Background: an optimization exercise with open tools, aiming at small area and a short achievable clock period. Do not read the settings as production practice.
No functional check of the RTL was part of any run shown here.
No activity file was given, so power comes from the tool's default toggle rates.

==> design/flow/design.v <==
module fir_filter (
    data_in, data_out, clk, rst
);
    output [17:0] data_out;
    input  [7:0]  data_in;
    input         clk, rst;
    wire [7:0] d = data_in;
    reg  [7:0]  x1n;
    reg  [7:0]  x2;
    reg  [7:0]  x3n;
    reg  [7:0]  x4;
    reg  [7:0]  x5n;
    reg  [7:0]  x6;
    reg  [7:0]  x7n;
    reg  [17:0] s;
    wire p1, p2;
    fa u_p1 (.a(x2[0]), .b(x4[0]), .c(x6[0]), .s(p1), .co(p2));
    wire p3, p4;
    fa u_p3 (.a(~x7n[0]), .b(p1), .c(d[0]), .s(p3), .co(p4));
    wire p5, p6;
    fa u_p5 (.a(x2[1]), .b(x4[1]), .c(x6[1]), .s(p5), .co(p6));
    wire p7, p8;
    fa u_p7 (.a(~x7n[1]), .b(p2), .c(p5), .s(p7), .co(p8));
    wire p9, p10;
    fa u_p9 (.a(p7), .b(d[1]), .c(p4), .s(p9), .co(p10));
    wire p11, p12;
    fa u_p11 (.a(x2[2]), .b(x4[2]), .c(x6[2]), .s(p11), .co(p12));
    wire p13, p14;
    fa u_p13 (.a(~x7n[2]), .b(p6), .c(p11), .s(p13), .co(p14));
    wire p15, p16;
    fa u_p15 (.a(p8), .b(p13), .c(d[2]), .s(p15), .co(p16));
    wire p17, p18;
    fa u_p17 (.a(x2[3]), .b(x4[3]), .c(x6[3]), .s(p17), .co(p18));
    wire p19, p20;
    fa u_p19 (.a(~x7n[3]), .b(p12), .c(p17), .s(p19), .co(p20));
    wire p21, p22;
    fa u_p21 (.a(p14), .b(p19), .c(d[3]), .s(p21), .co(p22));
    wire p23, p24;
    fa u_p23 (.a(x2[4]), .b(x4[4]), .c(x6[4]), .s(p23), .co(p24));
    wire p25, p26;
    fa u_p25 (.a(~x7n[4]), .b(p18), .c(p23), .s(p25), .co(p26));
    wire p27, p28;
    fa u_p27 (.a(p20), .b(p25), .c(d[4]), .s(p27), .co(p28));
    wire p29, p30;
    fa u_p29 (.a(x2[5]), .b(x4[5]), .c(x6[5]), .s(p29), .co(p30));
    wire p31, p32;
    fa u_p31 (.a(~x7n[5]), .b(p24), .c(p29), .s(p31), .co(p32));
    wire p33, p34;
    fa u_p33 (.a(p26), .b(p31), .c(d[5]), .s(p33), .co(p34));
    wire p35, p36;
    fa u_p35 (.a(x2[6]), .b(x4[6]), .c(x6[6]), .s(p35), .co(p36));
    wire p37, p38;
    fa u_p37 (.a(~x7n[6]), .b(p30), .c(p35), .s(p37), .co(p38));
    wire p39, p40;
    fa u_p39 (.a(p32), .b(p37), .c(d[6]), .s(p39), .co(p40));
    wire p41, p42;
    fa u_p41 (.a(x2[7]), .b(x4[7]), .c(x6[7]), .s(p41), .co(p42));
    wire p43, p44;
    fa u_p43 (.a(~x7n[7]), .b(p36), .c(p41), .s(p43), .co(p44));
    wire p45, p46;
    fa u_p45 (.a(p38), .b(p43), .c(d[7]), .s(p45), .co(p46));
    wire p47, p48;
    fa u_p47 (.a(p42), .b(p44), .c(p46), .s(p47), .co(p48));
    wire Pc_p2, Pc_g2;
    ha u_Pc_h2 (.a(p15), .b(p10), .s(Pc_p2), .co(Pc_g2));
    wire Pc_p3, Pc_g3;
    ha u_Pc_h3 (.a(p16), .b(p21), .s(Pc_p3), .co(Pc_g3));
    wire Pc_p4, Pc_g4;
    ha u_Pc_h4 (.a(p22), .b(p27), .s(Pc_p4), .co(Pc_g4));
    wire Pc_p5, Pc_g5;
    ha u_Pc_h5 (.a(p28), .b(p33), .s(Pc_p5), .co(Pc_g5));
    wire Pc_p6, Pc_g6;
    ha u_Pc_h6 (.a(p34), .b(p39), .s(Pc_p6), .co(Pc_g6));
    wire Pc_p7, Pc_g7;
    ha u_Pc_h7 (.a(p40), .b(p45), .s(Pc_p7), .co(Pc_g7));
    wire Pc_P1 = p9 & p3;
    wire Pc_G2 = Pc_g3 | (Pc_p3 & Pc_g2);
    wire Pc_P2 = Pc_p3 & Pc_p2;
    wire Pc_G3 = Pc_g5 | (Pc_p5 & Pc_g4);
    wire Pc_P3 = Pc_p5 & Pc_p4;
    wire Pc_G4 = Pc_g7 | (Pc_p7 & Pc_g6);
    wire Pc_P4 = Pc_p7 & Pc_p6;
    wire Pc_P5 = p48 & p47;
    wire Pc_P6 = Pc_P2 & Pc_P1;
    wire Pc_G7 = Pc_G4 | (Pc_P4 & Pc_G3);
    wire Pc_P7 = Pc_P4 & Pc_P3;
    wire Pc_G8 = Pc_G7 | (Pc_P7 & Pc_G2);
    wire Pc_P8 = Pc_P7 & Pc_P6;
    wire Pc_G9 = Pc_G3 | (Pc_P3 & Pc_G2);
    wire Pc_P9 = Pc_P3 & Pc_P6;
    wire Pc_G10 = Pc_P5 & Pc_G8;
    wire Pc_P10 = Pc_P5 & Pc_P8;
    wire Pc_P11 = Pc_p2 & Pc_P1;
    wire Pc_G12 = Pc_g4 | (Pc_p4 & Pc_G2);
    wire Pc_P12 = Pc_p4 & Pc_P6;
    wire Pc_G13 = Pc_g6 | (Pc_p6 & Pc_G9);
    wire Pc_P13 = Pc_p6 & Pc_P9;
    wire Pc_G14 = p47 & Pc_G8;
    wire Pc_P14 = p47 & Pc_P8;
    wire Pc_s3 = Pc_p3 ^ Pc_g2;
    wire Pc_s4 = Pc_p4 ^ Pc_G2;
    wire Pc_s5 = Pc_p5 ^ Pc_G12;
    wire Pc_s6 = Pc_p6 ^ Pc_G9;
    wire Pc_s7 = Pc_p7 ^ Pc_G13;
    wire Pc_s8 = p47 ^ Pc_G8;
    wire Pc_s9 = p48 ^ Pc_G14;
    wire [10:0] P = {Pc_G10, Pc_s9, Pc_s8, Pc_s7, Pc_s6, Pc_s5, Pc_s4, Pc_s3, Pc_p2, p9, p3};
    wire t1 = ~(~x7n[0] ^ x3n[1]);
    wire t2 = ~x7n[0] | x3n[1];
    wire t3, t4;
    fa u_t3 (.a(~x7n[1]), .b(~x7n[0]), .c(x3n[2]), .s(t3), .co(t4));
    wire t5, t6;
    fa u_t5 (.a(t2), .b(t3), .c(~P[2]), .s(t5), .co(t6));
    wire t7, t8;
    fa u_t7 (.a(~x7n[2]), .b(~x7n[1]), .c(x3n[3]), .s(t7), .co(t8));
    wire t9, t10;
    fa u_t9 (.a(t4), .b(t7), .c(~P[3]), .s(t9), .co(t10));
    wire t11, t12;
    fa u_t11 (.a(~x7n[3]), .b(~x7n[2]), .c(x3n[4]), .s(t11), .co(t12));
    wire t13, t14;
    fa u_t13 (.a(t8), .b(t11), .c(P[0]), .s(t13), .co(t14));
    wire t15, t16;
    fa u_t15 (.a(~P[4]), .b(t13), .c(t10), .s(t15), .co(t16));
    wire t17, t18;
    fa u_t17 (.a(~x7n[4]), .b(~x7n[3]), .c(x3n[5]), .s(t17), .co(t18));
    wire t19, t20;
    fa u_t19 (.a(t12), .b(t17), .c(P[1]), .s(t19), .co(t20));
    wire t21, t22;
    fa u_t21 (.a(~P[5]), .b(t14), .c(t19), .s(t21), .co(t22));
    wire t23, t24;
    fa u_t23 (.a(~x7n[5]), .b(~x7n[4]), .c(x3n[6]), .s(t23), .co(t24));
    wire t25, t26;
    fa u_t25 (.a(t18), .b(t23), .c(P[0]), .s(t25), .co(t26));
    wire t27, t28;
    fa u_t27 (.a(P[2]), .b(~P[6]), .c(t20), .s(t27), .co(t28));
    wire t29, t30;
    fa u_t29 (.a(t25), .b(t22), .c(t27), .s(t29), .co(t30));
    wire t31, t32;
    fa u_t31 (.a(~x7n[6]), .b(~x7n[5]), .c(x3n[7]), .s(t31), .co(t32));
    wire t33, t34;
    fa u_t33 (.a(t24), .b(t31), .c(P[1]), .s(t33), .co(t34));
    wire t35, t36;
    fa u_t35 (.a(P[3]), .b(~P[7]), .c(t26), .s(t35), .co(t36));
    wire t37, t38;
    fa u_t37 (.a(t33), .b(t28), .c(t35), .s(t37), .co(t38));
    wire t39 = ~(~x3n[0] ^ ~x7n[7]);
    wire t40 = ~x3n[0] | ~x7n[7];
    wire t41, t42;
    fa u_t41 (.a(~x7n[6]), .b(t39), .c(t32), .s(t41), .co(t42));
    wire t43, t44;
    fa u_t43 (.a(t41), .b(P[2]), .c(P[4]), .s(t43), .co(t44));
    wire t45, t46;
    fa u_t45 (.a(~P[8]), .b(t34), .c(t43), .s(t45), .co(t46));
    wire t47, t48;
    fa u_t47 (.a(t36), .b(t45), .c(t38), .s(t47), .co(t48));
    wire t49 = ~(~x3n[1] ^ ~x7n[7]);
    wire t50 = ~x3n[1] | ~x7n[7];
    wire t51, t52;
    fa u_t51 (.a(t40), .b(t49), .c(t42), .s(t51), .co(t52));
    wire t53, t54;
    fa u_t53 (.a(t51), .b(P[3]), .c(P[5]), .s(t53), .co(t54));
    wire t55, t56;
    fa u_t55 (.a(~P[9]), .b(t44), .c(t53), .s(t55), .co(t56));
    wire t57, t58;
    fa u_t57 (.a(t46), .b(t55), .c(t48), .s(t57), .co(t58));
    wire t59 = ~(~x3n[2] ^ t50);
    wire t60 = ~x3n[2] | t50;
    wire t61, t62;
    fa u_t61 (.a(t59), .b(t52), .c(P[4]), .s(t61), .co(t62));
    wire t63, t64;
    fa u_t63 (.a(P[6]), .b(~P[10]), .c(t54), .s(t63), .co(t64));
    wire t65, t66;
    fa u_t65 (.a(t61), .b(t56), .c(t63), .s(t65), .co(t66));
    wire t67, t68;
    fa u_t67 (.a(~x3n[3]), .b(t60), .c(P[5]), .s(t67), .co(t68));
    wire t69, t70;
    fa u_t69 (.a(P[7]), .b(t62), .c(t67), .s(t69), .co(t70));
    wire t71, t72;
    fa u_t71 (.a(t64), .b(t69), .c(t66), .s(t71), .co(t72));
    wire t73 = ~(~x3n[4] ^ P[6]);
    wire t74 = ~x3n[4] | P[6];
    wire t75, t76;
    fa u_t75 (.a(P[8]), .b(t73), .c(t68), .s(t75), .co(t76));
    wire t77, t78;
    fa u_t77 (.a(t70), .b(t75), .c(t72), .s(t77), .co(t78));
    wire t79 = ~(~x3n[5] ^ P[7]);
    wire t80 = ~x3n[5] | P[7];
    wire t81, t82;
    fa u_t81 (.a(P[9]), .b(t74), .c(t79), .s(t81), .co(t82));
    wire t83, t84;
    fa u_t83 (.a(t81), .b(t76), .c(t78), .s(t83), .co(t84));
    wire t85 = ~(~x3n[6] ^ P[8]);
    wire t86 = ~x3n[6] | P[8];
    wire t87, t88;
    fa u_t87 (.a(P[10]), .b(t80), .c(t85), .s(t87), .co(t88));
    wire t89, t90;
    fa u_t89 (.a(t82), .b(t87), .c(t84), .s(t89), .co(t90));
    wire t91 = ~(~x3n[7] ^ P[9]);
    wire t92 = ~x3n[7] | P[9];
    wire t93, t94;
    fa u_t93 (.a(t86), .b(t91), .c(t88), .s(t93), .co(t94));
    wire t95 = ~(P[10] ^ t92);
    wire t96 = P[10] | t92;
    wire s_nextc_p0, s_nextc_g0;
    ha u_s_nextc_h0 (.a(x3n[0]), .b(~P[0]), .s(s_nextc_p0), .co(s_nextc_g0));
    wire s_nextc_p1, s_nextc_g1;
    ha u_s_nextc_h1 (.a(t1), .b(~P[1]), .s(s_nextc_p1), .co(s_nextc_g1));
    wire s_nextc_p3, s_nextc_g3;
    ha u_s_nextc_h3 (.a(t6), .b(t9), .s(s_nextc_p3), .co(s_nextc_g3));
    wire s_nextc_p5, s_nextc_g5;
    ha u_s_nextc_h5 (.a(t21), .b(t16), .s(s_nextc_p5), .co(s_nextc_g5));
    wire s_nextc_p7, s_nextc_g7;
    ha u_s_nextc_h7 (.a(t30), .b(t37), .s(s_nextc_p7), .co(s_nextc_g7));
    wire s_nextc_p10, s_nextc_g10;
    ha u_s_nextc_h10 (.a(t65), .b(t58), .s(s_nextc_p10), .co(s_nextc_g10));
    wire s_nextc_p15, s_nextc_g15;
    ha u_s_nextc_h15 (.a(t93), .b(t90), .s(s_nextc_p15), .co(s_nextc_g15));
    wire s_nextc_p16, s_nextc_g16;
    ha u_s_nextc_h16 (.a(t95), .b(t94), .s(s_nextc_p16), .co(s_nextc_g16));
    wire s_nextc_p17, s_nextc_g17;
    ha u_s_nextc_h17 (.a(1'b1), .b(t96), .s(s_nextc_p17), .co(s_nextc_g17));
    wire s_nextc_G1 = s_nextc_g1 | (s_nextc_p1 & s_nextc_g0);
    wire s_nextc_P1 = s_nextc_p1 & s_nextc_p0;
    wire s_nextc_P2 = s_nextc_p3 & t5;
    wire s_nextc_P3 = s_nextc_p5 & t15;
    wire s_nextc_P4 = s_nextc_p7 & t29;
    wire s_nextc_P5 = t57 & t47;
    wire s_nextc_G6 = t71 & s_nextc_g10;
    wire s_nextc_P6 = t71 & s_nextc_p10;
    wire s_nextc_P7 = t83 & t77;
    wire s_nextc_P8 = s_nextc_p15 & t89;
    wire s_nextc_G9 = s_nextc_g17 | (s_nextc_p17 & s_nextc_g16);
    wire s_nextc_P9 = s_nextc_p17 & s_nextc_p16;
    wire s_nextc_G10 = s_nextc_g3 | (s_nextc_P2 & s_nextc_G1);
    wire s_nextc_P10 = s_nextc_P2 & s_nextc_P1;
    wire s_nextc_G11 = s_nextc_g7 | (s_nextc_P4 & s_nextc_g5);
    wire s_nextc_P11 = s_nextc_P4 & s_nextc_P3;
    wire s_nextc_P12 = s_nextc_P6 & s_nextc_P5;
    wire s_nextc_P13 = s_nextc_P8 & s_nextc_P7;
    wire s_nextc_G14 = s_nextc_G11 | (s_nextc_P11 & s_nextc_G10);
    wire s_nextc_P14 = s_nextc_P11 & s_nextc_P10;
    wire s_nextc_G15 = s_nextc_g15 | (s_nextc_P13 & s_nextc_G6);
    wire s_nextc_P15 = s_nextc_P13 & s_nextc_P12;
    wire s_nextc_G16 = s_nextc_G15 | (s_nextc_P15 & s_nextc_G14);
    wire s_nextc_P16 = s_nextc_P15 & s_nextc_P14;
    wire s_nextc_G17 = s_nextc_G6 | (s_nextc_P12 & s_nextc_G14);
    wire s_nextc_P17 = s_nextc_P12 & s_nextc_P14;
    wire s_nextc_G18 = s_nextc_g5 | (s_nextc_P3 & s_nextc_G10);
    wire s_nextc_P18 = s_nextc_P3 & s_nextc_P10;
    wire s_nextc_G19 = s_nextc_P5 & s_nextc_G14;
    wire s_nextc_P19 = s_nextc_P5 & s_nextc_P14;
    wire s_nextc_G20 = s_nextc_P7 & s_nextc_G17;
    wire s_nextc_P20 = s_nextc_P7 & s_nextc_P17;
    wire s_nextc_G21 = s_nextc_G9 | (s_nextc_P9 & s_nextc_G16);
    wire s_nextc_P21 = s_nextc_P9 & s_nextc_P16;
    wire s_nextc_G22 = t5 & s_nextc_G1;
    wire s_nextc_P22 = t5 & s_nextc_P1;
    wire s_nextc_G23 = t15 & s_nextc_G10;
    wire s_nextc_P23 = t15 & s_nextc_P10;
    wire s_nextc_G24 = t29 & s_nextc_G18;
    wire s_nextc_P24 = t29 & s_nextc_P18;
    wire s_nextc_G25 = t47 & s_nextc_G14;
    wire s_nextc_P25 = t47 & s_nextc_P14;
    wire s_nextc_G26 = s_nextc_g10 | (s_nextc_p10 & s_nextc_G19);
    wire s_nextc_P26 = s_nextc_p10 & s_nextc_P19;
    wire s_nextc_G27 = t77 & s_nextc_G17;
    wire s_nextc_P27 = t77 & s_nextc_P17;
    wire s_nextc_G28 = t89 & s_nextc_G20;
    wire s_nextc_P28 = t89 & s_nextc_P20;
    wire s_nextc_G29 = s_nextc_g16 | (s_nextc_p16 & s_nextc_G16);
    wire s_nextc_P29 = s_nextc_p16 & s_nextc_P16;
    wire s_nextc_s1 = s_nextc_p1 ^ s_nextc_g0;
    wire s_nextc_s2 = t5 ^ s_nextc_G1;
    wire s_nextc_s3 = s_nextc_p3 ^ s_nextc_G22;
    wire s_nextc_s4 = t15 ^ s_nextc_G10;
    wire s_nextc_s5 = s_nextc_p5 ^ s_nextc_G23;
    wire s_nextc_s6 = t29 ^ s_nextc_G18;
    wire s_nextc_s7 = s_nextc_p7 ^ s_nextc_G24;
    wire s_nextc_s8 = t47 ^ s_nextc_G14;
    wire s_nextc_s9 = t57 ^ s_nextc_G25;
    wire s_nextc_s10 = s_nextc_p10 ^ s_nextc_G19;
    wire s_nextc_s11 = t71 ^ s_nextc_G26;
    wire s_nextc_s12 = t77 ^ s_nextc_G17;
    wire s_nextc_s13 = t83 ^ s_nextc_G27;
    wire s_nextc_s14 = t89 ^ s_nextc_G20;
    wire s_nextc_s15 = s_nextc_p15 ^ s_nextc_G28;
    wire s_nextc_s16 = s_nextc_p16 ^ s_nextc_G16;
    wire s_nextc_s17 = s_nextc_p17 ^ s_nextc_G29;
    wire [17:0] s_next = {s_nextc_s17, s_nextc_s16, s_nextc_s15, s_nextc_s14, s_nextc_s13, s_nextc_s12, s_nextc_s11, s_nextc_s10, s_nextc_s9, s_nextc_s8, s_nextc_s7, s_nextc_s6, s_nextc_s5, s_nextc_s4, s_nextc_s3, s_nextc_s2, s_nextc_s1, s_nextc_p0};
    wire o1, o2;
    ha u_o1 (.a(s[6]), .b(d[6]), .s(o1), .co(o2));
    wire o3, o4;
    fa u_o3 (.a(s[7]), .b(d[7]), .c(d[5]), .s(o3), .co(o4));
    wire o5, o6;
    ha u_o5 (.a(s[8]), .b(d[6]), .s(o5), .co(o6));
    wire o7, o8;
    ha u_o7 (.a(s[9]), .b(d[7]), .s(o7), .co(o8));
    wire o9, o10;
    ha u_o9 (.a(s[4]), .b(d[4]), .s(o9), .co(o10));
    wire o11, o12;
    fa u_o11 (.a(s[5]), .b(d[5]), .c(d[3]), .s(o11), .co(o12));
    wire o13, o14;
    fa u_o13 (.a(d[4]), .b(d[2]), .c(d[0]), .s(o13), .co(o14));
    wire o15, o16;
    fa u_o15 (.a(d[3]), .b(d[1]), .c(o2), .s(o15), .co(o16));
    wire o17, o18;
    fa u_o17 (.a(d[4]), .b(d[2]), .c(o5), .s(o17), .co(o18));
    wire o19, o20;
    fa u_o19 (.a(d[5]), .b(d[3]), .c(o7), .s(o19), .co(o20));
    wire o21, o22;
    fa u_o21 (.a(s[10]), .b(d[6]), .c(d[4]), .s(o21), .co(o22));
    wire o23, o24;
    ha u_o23 (.a(s[11]), .b(d[7]), .s(o23), .co(o24));
    wire o25, o26;
    ha u_o25 (.a(s[2]), .b(d[2]), .s(o25), .co(o26));
    wire o27, o28;
    fa u_o27 (.a(s[3]), .b(d[3]), .c(d[1]), .s(o27), .co(o28));
    wire o29, o30;
    fa u_o29 (.a(d[2]), .b(d[0]), .c(o9), .s(o29), .co(o30));
    wire o31, o32;
    fa u_o31 (.a(d[1]), .b(o10), .c(o11), .s(o31), .co(o32));
    wire o33, o34;
    fa u_o33 (.a(o1), .b(o13), .c(o12), .s(o33), .co(o34));
    wire o35, o36;
    fa u_o35 (.a(o3), .b(o14), .c(o15), .s(o35), .co(o36));
    wire o37, o38;
    fa u_o37 (.a(o4), .b(o17), .c(o16), .s(o37), .co(o38));
    wire o39, o40;
    fa u_o39 (.a(o6), .b(o19), .c(o18), .s(o39), .co(o40));
    wire o41, o42;
    fa u_o41 (.a(o8), .b(o21), .c(o20), .s(o41), .co(o42));
    wire o43, o44;
    fa u_o43 (.a(d[5]), .b(o23), .c(o22), .s(o43), .co(o44));
    wire o45, o46;
    fa u_o45 (.a(s[12]), .b(d[6]), .c(o24), .s(o45), .co(o46));
    wire o47, o48;
    ha u_o47 (.a(s[13]), .b(d[7]), .s(o47), .co(o48));
    wire yc_p0, yc_g0;
    ha u_yc_h0 (.a(s[0]), .b(d[0]), .s(yc_p0), .co(yc_g0));
    wire yc_p1, yc_g1;
    ha u_yc_h1 (.a(s[1]), .b(d[1]), .s(yc_p1), .co(yc_g1));
    wire yc_p2, yc_g2;
    ha u_yc_h2 (.a(d[0]), .b(o25), .s(yc_p2), .co(yc_g2));
    wire yc_p3, yc_g3;
    ha u_yc_h3 (.a(o26), .b(o27), .s(yc_p3), .co(yc_g3));
    wire yc_p4, yc_g4;
    ha u_yc_h4 (.a(o28), .b(o29), .s(yc_p4), .co(yc_g4));
    wire yc_p5, yc_g5;
    ha u_yc_h5 (.a(o30), .b(o31), .s(yc_p5), .co(yc_g5));
    wire yc_p6, yc_g6;
    ha u_yc_h6 (.a(o33), .b(o32), .s(yc_p6), .co(yc_g6));
    wire yc_p7, yc_g7;
    ha u_yc_h7 (.a(o34), .b(o35), .s(yc_p7), .co(yc_g7));
    wire yc_p8, yc_g8;
    ha u_yc_h8 (.a(o37), .b(o36), .s(yc_p8), .co(yc_g8));
    wire yc_p9, yc_g9;
    ha u_yc_h9 (.a(o39), .b(o38), .s(yc_p9), .co(yc_g9));
    wire yc_p10, yc_g10;
    ha u_yc_h10 (.a(o41), .b(o40), .s(yc_p10), .co(yc_g10));
    wire yc_p11, yc_g11;
    ha u_yc_h11 (.a(o43), .b(o42), .s(yc_p11), .co(yc_g11));
    wire yc_p12, yc_g12;
    ha u_yc_h12 (.a(o45), .b(o44), .s(yc_p12), .co(yc_g12));
    wire yc_p13, yc_g13;
    ha u_yc_h13 (.a(o47), .b(o46), .s(yc_p13), .co(yc_g13));
    wire yc_p14, yc_g14;
    ha u_yc_h14 (.a(s[14]), .b(o48), .s(yc_p14), .co(yc_g14));
    wire yc_G1 = yc_g1 | (yc_p1 & yc_g0);
    wire yc_G2 = yc_g3 | (yc_p3 & yc_g2);
    wire yc_P2 = yc_p3 & yc_p2;
    wire yc_G3 = yc_g5 | (yc_p5 & yc_g4);
    wire yc_P3 = yc_p5 & yc_p4;
    wire yc_G4 = yc_g7 | (yc_p7 & yc_g6);
    wire yc_P4 = yc_p7 & yc_p6;
    wire yc_G5 = yc_g9 | (yc_p9 & yc_g8);
    wire yc_P5 = yc_p9 & yc_p8;
    wire yc_G6 = yc_g11 | (yc_p11 & yc_g10);
    wire yc_P6 = yc_p11 & yc_p10;
    wire yc_G7 = yc_g13 | (yc_p13 & yc_g12);
    wire yc_P7 = yc_p13 & yc_p12;
    wire yc_G8 = s[15] & yc_g14;
    wire yc_P8 = s[15] & yc_p14;
    wire yc_P9 = s[17] & s[16];
    wire yc_G10 = yc_g2 | (yc_p2 & yc_G1);
    wire yc_G11 = yc_G2 | (yc_P2 & yc_G1);
    wire yc_G12 = yc_g6 | (yc_p6 & yc_G3);
    wire yc_P12 = yc_p6 & yc_P3;
    wire yc_G13 = yc_G4 | (yc_P4 & yc_G3);
    wire yc_P13 = yc_P4 & yc_P3;
    wire yc_G14 = yc_g10 | (yc_p10 & yc_G5);
    wire yc_P14 = yc_p10 & yc_P5;
    wire yc_G15 = yc_G6 | (yc_P6 & yc_G5);
    wire yc_P15 = yc_P6 & yc_P5;
    wire yc_G16 = yc_g14 | (yc_p14 & yc_G7);
    wire yc_P16 = yc_p14 & yc_P7;
    wire yc_G17 = yc_G8 | (yc_P8 & yc_G7);
    wire yc_P17 = yc_P8 & yc_P7;
    wire yc_G18 = yc_g4 | (yc_p4 & yc_G11);
    wire yc_G19 = yc_G3 | (yc_P3 & yc_G11);
    wire yc_G20 = yc_G12 | (yc_P12 & yc_G11);
    wire yc_G21 = yc_G13 | (yc_P13 & yc_G11);
    wire yc_G22 = yc_g12 | (yc_p12 & yc_G15);
    wire yc_P22 = yc_p12 & yc_P15;
    wire yc_G23 = yc_G7 | (yc_P7 & yc_G15);
    wire yc_P23 = yc_P7 & yc_P15;
    wire yc_G24 = yc_G16 | (yc_P16 & yc_G15);
    wire yc_P24 = yc_P16 & yc_P15;
    wire yc_G25 = yc_G17 | (yc_P17 & yc_G15);
    wire yc_P25 = yc_P17 & yc_P15;
    wire yc_G26 = yc_g8 | (yc_p8 & yc_G21);
    wire yc_G27 = yc_G5 | (yc_P5 & yc_G21);
    wire yc_G28 = yc_G14 | (yc_P14 & yc_G21);
    wire yc_G29 = yc_G15 | (yc_P15 & yc_G21);
    wire yc_G30 = yc_G22 | (yc_P22 & yc_G21);
    wire yc_G31 = yc_G23 | (yc_P23 & yc_G21);
    wire yc_G32 = yc_G24 | (yc_P24 & yc_G21);
    wire yc_G33 = yc_G25 | (yc_P25 & yc_G21);
    wire yc_G34 = s[16] & yc_G33;
    wire yc_G35 = yc_P9 & yc_G33;
    wire yc_s1 = yc_p1 ^ yc_g0;
    wire yc_s2 = yc_p2 ^ yc_G1;
    wire yc_s3 = yc_p3 ^ yc_G10;
    wire yc_s4 = yc_p4 ^ yc_G11;
    wire yc_s5 = yc_p5 ^ yc_G18;
    wire yc_s6 = yc_p6 ^ yc_G19;
    wire yc_s7 = yc_p7 ^ yc_G20;
    wire yc_s8 = yc_p8 ^ yc_G21;
    wire yc_s9 = yc_p9 ^ yc_G26;
    wire yc_s10 = yc_p10 ^ yc_G27;
    wire yc_s11 = yc_p11 ^ yc_G28;
    wire yc_s12 = yc_p12 ^ yc_G29;
    wire yc_s13 = yc_p13 ^ yc_G30;
    wire yc_s14 = yc_p14 ^ yc_G31;
    wire yc_s15 = s[15] ^ yc_G32;
    wire yc_s16 = s[16] ^ yc_G33;
    wire yc_s17 = s[17] ^ yc_G34;
    wire [17:0] y = {yc_s17, yc_s16, yc_s15, yc_s14, yc_s13, yc_s12, yc_s11, yc_s10, yc_s9, yc_s8, yc_s7, yc_s6, yc_s5, yc_s4, yc_s3, yc_s2, yc_s1, yc_p0};
    assign data_out = y;
    wire rst_n = ~rst;
    wire [7:0] x1n_d;
    nand2v u_x1n (.a(d), .b({8{rst_n}}), .y(x1n_d));
    wire [7:0] x2_d;
    nor2v u_x2 (.a(x1n), .b({8{rst}}), .y(x2_d));
    wire [7:0] x3n_d;
    nand2v u_x3n (.a(x2), .b({8{rst_n}}), .y(x3n_d));
    wire [7:0] x4_d;
    nor2v u_x4 (.a(x3n), .b({8{rst}}), .y(x4_d));
    wire [7:0] x5n_d;
    nand2v u_x5n (.a(x4), .b({8{rst_n}}), .y(x5n_d));
    wire [7:0] x6_d;
    nor2v u_x6 (.a(x5n), .b({8{rst}}), .y(x6_d));
    wire [7:0] x7n_d;
    nand2v u_x7n (.a(x6), .b({8{rst_n}}), .y(x7n_d));
    always @(posedge clk) begin
        x1n <= x1n_d;
        x2 <= x2_d;
        x3n <= x3n_d;
        x4 <= x4_d;
        x5n <= x5n_d;
        x6 <= x6_d;
        x7n <= x7n_d;
        s <= rst ? 18'd0 : s_next;
    end
endmodule
module fa (input a, input b, input c, output s, output co);
    assign s = a ^ b ^ c;
    assign co = (a & b) | (a & c) | (b & c);
endmodule
module ha (input a, input b, output s, output co);
    assign s = a ^ b;
    assign co = a & b;
endmodule
module nand2v (input [7:0] a, input [7:0] b, output [7:0] y);
    assign y = ~(a & b);
endmodule
module nor2v (input [7:0] a, input [7:0] b, output [7:0] y);
    assign y = ~(a | b);
endmodule
==> design/flow/flow/run.sh <==
#!/bin/bash
# Layout flow: the standard ORFS flow (standard.sh, unchanged synthesis),
# with two layout settings changed:
#  - ports are buffered with the smallest buffer (repair_timing upsizes the
#    ones on critical paths) instead of the delay cell buffer_ports picks;
#  - clock tree synthesis without dummy loads.
# Each tool's output is in this folder's orfs/logs; the make output is in
# flow.log.
set -euo pipefail
export BUFFER_PORTS_ARGS="-buffer_cell sky130_fd_sc_hd__buf_1"
export CTS_ARGS="-sink_clustering_enable -repair_clock_nets -dont_use_dummy_load -buf_list {sky130_fd_sc_hd__clkbuf_8}"
bash standard.sh finish > flow.log 2>&1
==> design/flow/standard.sh <==
#!/bin/bash
# synth_recipe.tcl (not shown) runs the flow's synth.tcl, then flattens the netlist and writes it again
# the make line also repeats each setting of config.mk as NAME=value (left out here)
make -C /OpenROAD-flow-scripts/flow DESIGN_CONFIG=/design/flow/config.mk WORK_HOME=/design/flow/orfs CLKGATE_MAP_FILE= SYNTH_SCRIPT=/design/flow/synth_recipe.tcl "${@:-finish}"
==> design/flow/config.mk <==
export PLATFORM = sky130hd
export DESIGN_NAME = fir_filter
export DESIGN_NICKNAME = fir_filter
export VERILOG_FILES = /design/flow/design.v
export SDC_FILE = /design/flow/constraint.sdc
export NUM_CORES = 4
export LEC_CHECK = 0
export CAP_MARGIN = 20
export CORE_MARGIN = 2
export CORE_UTILIZATION = 65
export SETUP_SLACK_MARGIN = 3.5
export SLEW_MARGIN = 20
export SYNTH_HIERARCHICAL = 1
==> design/flow/constraint.sdc <==
create_clock -name core_clock -period 11.0 [get_ports {clk}]
set_input_delay 2.2000 -clock core_clock [delete_from_list [all_inputs] [get_ports {clk}]]
set_output_delay 2.2000 -clock core_clock [all_outputs]
set_load 0.01 [all_outputs]
==> results.txt, run 1 <==
Util after Layout=74.7%; Ports=28; via count=2989; Synth area leaders=fa_1 32%, dfxtp_1 29%, ha_1 16%; Total Negative Setup Slacks=0 ps; Crit. End Element=flop; DRT antenna net count=0; Max Freq=131 MHz; most frequent cells in the layout=74 x dfxtp_1, 70 x fa_1, 51 x ha_1; Crit-path slowest cell=fa_2; CORE AREA=7650 um2; Fin. Hold Viols=0; Final Cycle Share=69.2%; CTS tree=built; DRT Pass-1 Iters=4; Netlist cell types=33; Synth top area share=31.6%; total grt overflow=0; RR Startpoint=x2[3]; Max VDD drop=201 uV; type of the most critical hold path=reg2reg; worst endpoint data arrival time=7800 ps; DR DRC count=0; synthesized area=5070 um2; RePlAce Congestion=0.876; HPWL after DPL=6870 um; Post-Synth Simple-Gate Area=9.80%; Min-Delay Startpoint=x1n[2]; Crit path max-delay family=adder cells; compound-cell area share of the yosys netlist=4.15%; post-synthesis async set-or-reset flop share=0%; site row count=32; leak pwr=2.65 nW; Nets=630; maxcap violations=0; via density per instance=5.18; die height=92.3 um; critical path type=in2reg; first-pass GRT wire length=15100 um; WL per Instance=15.4 um; Adder-Cell Fraction of Synth Area=47.1%; Slew Limit Headroom=33.4%; Non-Filler Instances=577; Design Area, Final=5710 um2; CP Launch Type=input pin; Least-Margin Pin Slew=998 ps; most common cell after layout, fill and taps aside=dfxtp_1; Cells after Synth=442; xor-xnor portion of the synthesized cell area=3.80%; Avg Inst Size Synth=11.5 um2; EDFF count, synth=0; clk_skew=17.3 ps; multi-input logic area=3540 um2; post-synthesis register bit count=74; cell depth of the worst hold path=1; Most used DFF post-synth=dfxtp_1; largest family of logic cells by synthesized area=adder cells; Num CTS Buffers=9; PD cells=256 nW/um2; Syn Nets=595; cell taking the most area after synthesis=fa_1; final setup fails=0; worst skew pair latency=340 ps; setup slack, reg-to-reg=4100 ps; initial drt markers=60; mux share of post-synthesis cell area=0%; min Tclk post-route=7610 ps; die width=92.3 um; antenna violations before repair=0; GRT Total Usage=23.2%; register area=1480 um2; H-tree levels=3; critical-path maximum fanout=2; clock slew at reported path FFs=80 ps; vias in the first global route=3217; R2R Path End=s[17]; Placed Area=5250 um2; ant diodes=0; filler instances=552; share of cells above drive strength 1=17.9%; status=complete, no violations; unrepaired setup endpoints after global routing=yes; worst path required time=11190 ps; die area=8520 um2; CP max stage delay=400 ps; Starting Density=66.3%; deepest clock path buffer count=2; CP bufs+invs=2; placed cells=551; Overall Power=0.00146 W; Reg2Reg Depth=26; largest net degree at the start of global routing=44; Clock Root Buffer=clkbuf_8; Sink Count=74; CP most frequent cell=fa_2; Max Slew Vio Count=0; Seq/Total Area, Yosys=29.2%; yosys warns=7; layout overhead on the synthesized area=12.6%; wirelength, routed=8890 um; IO Port Bufs=27; hold buffers post-CTS=0; WHS Endpoint=x2[2]
cells in the mapped netlist (2+ instances only):
library cell,count
a21o_1,4
a21oi_1,9
and3_1,2
buf_4,18
clkbuf_1,2
dfxtp_1,74
fa_1,80
ha_1,63
inv_1,41
nand2_1,39
nand2b_1,2
nand3_1,2
nor2_1,49
nor2b_1,12
o21ai_1,2
o21ai_2,3
or2_1,2
or2_2,3
xnor2_1,16
xor2_1,6
power breakdown:
part / leakage [nW] / internal, W / switching, W
clock: 0.0647 / 0.0000730 / 0.0000848
combinational: 1.98 / 0.000476 / 0.000512
sequential: 0.607 / 0.000300 / 0.0000158
total: 2.65 / 0.000850 / 0.000613
per-layer routing:
metal / vias up / track usage, % / wire, um / share of wire, %
met3: 10 / 3.91 / 204 / 2.3
met2: 33 / 40.1 / 4680 / 53
met5: - / 0 / 0 / 0
li1: 1443 / - / - / -
met1: 1503 / 30.2 / 3850 / 43
met4: 0 / 7.09 / 150 / 1.7
per-module statistics from Yosys (local to each module, per instance):
module      times used  cells inside  flip-flops and latches  cell area, um2
fir_filter           1           269                      74            2800
nand2v               4             8                       0            30.0
nor2v                3             8                       0            30.0
fa                  80             1                       0            20.0
ha                  37             1                       0            12.5
flip-flops by register name, summed over array words and instances (netlist names):
register / flops
s: 18
x1n: 8
x2: 8
x3n: 8
x4: 8
x5n: 8
x6: 8
x7n: 8
metrics by stage:
stage	hold slack, ps	setup WS, ps
after floorplan	363	3280
after global placement	365	2790
after detailed placement	367	2640
after CTS	368	3370
after global routing	380	3230
final	368	3390
kinds of logic (layout without fill, tap and decap cells):
family / count (synthesis) / after routing
adder cells (fa/ha/maj): 143 / 143
AND/OR/NAND/NOR: 114 / 114
flip-flops: 74 / 74
buffers and inverters: 61 / 94
AO/OA/AOI/OAI: 27 / 27
XOR/XNOR: 22 / 22
other: 1 / 1
timing repair:
action                     4_1_cts  5_1_grt
pin swaps                       33       32
hold endpoints to repair         0        0
setup endpoints to repair        8        9
setup buffers                   11        6
gates resized for setup         26       21
worst reg2reg max path: cells and delay by family, from the launching register on:
family	cells	cell delay [ps]
DFF	1	330
adders and majority gates	14	4710
xor gates and xnor gates	2	330
and+or+nand+nor	4	540
AOI/OAI and AO/OA	5	790
buffers and inverters	1	80
final cells by class:
type | instances | area share, %
Clock buffer | 9 | 2.17
Multi-Input combinational cell | 307 | 62.0
Inverter | 41 | 2.70
Sequential cell | 74 | 25.9
Tap cell | 102 | 2.23
Timing Repair Buffer | 44 | 4.93
worst max path at each step:
stage                    start  endpoint  slack [ps]  depth (start not counted)
CTS                 data_in[0]     s[17]        3370                         26
global placement    data_in[3]     s[17]        2790                         22
detailed placement  data_in[3]     s[17]        2640                         25
finish              data_in[0]     s[17]        3390                         26
floorplan           data_in[0]     s[17]        3280                         22
global route        data_in[0]     s[17]        3230                         26
==> inputs of run 2 (changes only) <==
--- a/design/flow/flow/run.sh
+++ b/design/flow/flow/run.sh
@@ -8,5 +8,5 @@
 # flow.log.
 set -euo pipefail
 export BUFFER_PORTS_ARGS="-buffer_cell sky130_fd_sc_hd__buf_1"
-export CTS_ARGS="-sink_clustering_enable -repair_clock_nets -dont_use_dummy_load -buf_list {sky130_fd_sc_hd__clkbuf_8}"
+export CTS_ARGS="-sink_clustering_enable -repair_clock_nets -dont_use_dummy_load -sink_clustering_size 80 -sink_clustering_max_diameter 400 -buf_list {sky130_fd_sc_hd__clkbuf_16}"
 bash standard.sh finish > flow.log 2>&1
==> results.txt, run 2 <==
status=complete, no violations; Max Slew Vio Count=0; RePlAce Congestion=0.876; H-tree levels=3; critical-path maximum fanout=2; Cells after Synth=442; CP Launch Type=input pin; ant diodes=0; layout overhead on the synthesized area=14.5%; Avg Inst Size Synth=11.5 um2; CP bufs+invs=2; Crit path max-delay family=adder cells; GRT Total Usage=23.5%; largest net degree at the start of global routing=44; Synth area leaders=fa_1 32%, dfxtp_1 29%, ha_1 16%; cell taking the most area after synthesis=fa_1; wirelength, routed=9090 um; hold buffers post-CTS=0; clk_skew=11.4 ps; total grt overflow=0; worst skew pair latency=330 ps; critical path type=in2reg; IO Port Bufs=27; CP Launch Point=data_in[0]; most common cell in the synthesized netlist=fa_1; leak pwr=2.69 nW; die area=8520 um2; Synth top area share=31.6%; Sink Count=74; setup slack, reg-to-reg=4080 ps; filler instances=529; EDFF count, synth=0; Clock Root Buffer=clkbuf_16; Reg2Reg Depth=26; type of the most critical hold path=reg2reg; register area=1480 um2; worst path required time=11170 ps; CORE AREA=7650 um2; die height=92.3 um; Least-Margin Pin Slew=1010 ps; die width=92.3 um; Seq/Total Area, Yosys=29.2%; DR DRC count=0; Nets=629; deepest clock path buffer count=2; R2R Path End=s[17]; Starting Density=66.3%; Crit. End Element=flop; Levels on crit path=26; max reg flops=18; yosys warns=7; via density per instance=5.23; WL per Instance=15.8 um; min Tclk post-route=7580 ps; site row count=32; CTS tree=built; Fin. Hold Viols=0; worst endpoint data arrival time=7750 ps; CP max stage delay=400 ps; HPWL after DPL=6870 um; RR Startpoint=x2[2]; PD cells=266 nW/um2; Syn Nets=595; synthesized area=5070 um2; Slew Limit Headroom=32.4%; Crit-path slowest cell=fa_2; Netlist cell types=33; DRT antenna net count=0; maxcap violations=0; most common cell after layout, fill and taps aside=dfxtp_1; CP most frequent cell=fa_2; antenna violations before repair=0; initial drt markers=64; Total Negative Setup Slacks=0 ps; hold_ws=369 ps; via count=3011; Final Cycle Share=68.9%; first-pass GRT wire length=15300 um; post-synthesis register bit count=74; post-synthesis async set-or-reset flop share=0%; DRT Pass-1 Iters=6; most frequent cells in the layout=74 x dfxtp_1, 70 x fa_1, 51 x ha_1; cell depth of the worst hold path=1; clock slew at reported path FFs=60 ps; Max VDD drop=201 uV; Num CTS Buffers=9; Most used DFF post-synth=dfxtp_1; vias in the first global route=3216; multi-input logic area=3540 um2; Setup crit end=s[17]; Ports=28; final setup fails=0; Top reg by flops=s; Post-synth top cells=80 x fa_1, 74 x dfxtp_1, 63 x ha_1; share of cells above drive strength 1=17.9%; unrepaired setup endpoints after global routing=yes; Max Freq=132 MHz
## run 2: cell counts after synthesis
No cell type changed its count.
## run 2: worst min-delay path by stage
stage                 from  endpoint  slack [ps]
finish              x5n[2]     x6[2]         370
global route        x1n[2]     x2[2]         380
CTS                 x1n[6]     x2[6]         370
detailed placement  x5n[6]     x6[6]         370
global placement    x5n[6]     x6[6]         360
floorplan           x1n[0]     x2[0]         360
## run 2: per-module statistics from Yosys, one instance, submodules excluded
| module | cells inside | copies in the design | cell area (um2) | flip-flops and latches |
|---|---|---|---|---|
| fir_filter | 269 | 1 | 2800 | 74 |
| nor2v | 8 | 3 | 30.0 | 0 |
| nand2v | 8 | 4 | 30.0 | 0 |
| fa | 1 | 80 | 20.0 | 0 |
| ha | 1 | 37 | 12.5 | 0 |
## run 2: report_power, final
part	internal, W	switching, W	leakage (nW)
logic	0.000476	0.000514	1.97
clock network	0.000143	0.0000938	0.111
registers	0.000301	0.0000158	0.607
## run 2: logic make-up after synthesis
group | after synthesis | synth area share, %
adders and majority gates | 143 | 47.1
AOI/OAI and AO/OA | 27 | 4.15
and+or+nand+nor | 114 | 9.80
xor gates and xnor gates | 22 | 3.80
buffers and inverters | 61 | 5.85
other | 1 | 0.0739
DFF | 74 | 29.2
## run 2: final cells by class
cell class              instances  share of cell area (%)
multi-input cells             307                    61.0
flip-flops and latches         74                    25.5
repair buffers                 43                    4.72
clock buffers                   9                    3.88
inverters                      41                    2.65
well taps                     102                    2.20
## run 2: through the flow
step / std cells / cell area, um2 / setup WS (ps) / utilization (%) / power, W
after global routing: 576 / 5800 / 3250 / 75.9 / 0.00168
after detailed placement: 551 / 5250 / 2640 / 68.6 / 0.00119
final: 576 / 5800 / 3420 / 75.9 / 0.00154
after CTS: 571 / 5660 / 3340 / 74.1 / 0.00149
after floorplan: 442 / 5160 / 3280 / - / 0.00113
after global placement: 551 / 5250 / 2790 / 68.6 / 0.00117
## run 2: repair_timing
item | in CTS | in global routing
pin swaps | 33 | 32
endpoints found under the setup margin | 8 | 9
gates resized for setup | 26 | 23
setup buffers | 11 | 5
## run 2: routing by layer
layer	vias up	part of all wire, %	global-route usage, %
li1	1445	-	-
met5	-	0	0
met4	0	1.6	5.85
met2	28	53	41.5
met3	9	1.9	3.99
met1	1529	43	30.3

port drivers added, routing unchanged:
How much do the figures lean on ideal ports? The routed layouts below were timed once more, with nothing changed but the port constraints. Step 1 (the two cells are an assumption about what drives the block):
set clk [get_ports {clk}]
set_driving_cell -lib_cell sky130_fd_sc_hd__clkbuf_16 $clk
set_driving_cell -lib_cell sky130_fd_sc_hd__buf_2 [delete_from_list [all_inputs] $clk]
Step 2, shift: input delay + t, output delay - t, t = (earliest + latest rising clock arrival at the registers) / 2. This alone moves slack from input paths to output paths. a / b / c = no drivers / after step 1 / after step 2; a / b = the first two.
| run | t (ns) | slack for setup (ns) | worst setup path at the end | worst data-port slew with drivers (ns) |
|---|---|---|---|---|
| run 1 | 0.369 | 3.390 / 3.377 / 3.007 | input to register | 0.06 |
| run 2 | 0.356 | 3.423 / 3.410 / 3.053 | input to register | 0.06 |
After both steps setup and hold are still met in every run listed. The setup slack of run 1, which loses most, moves by -0.013 ns with the drivers and by -0.383 ns with both steps.
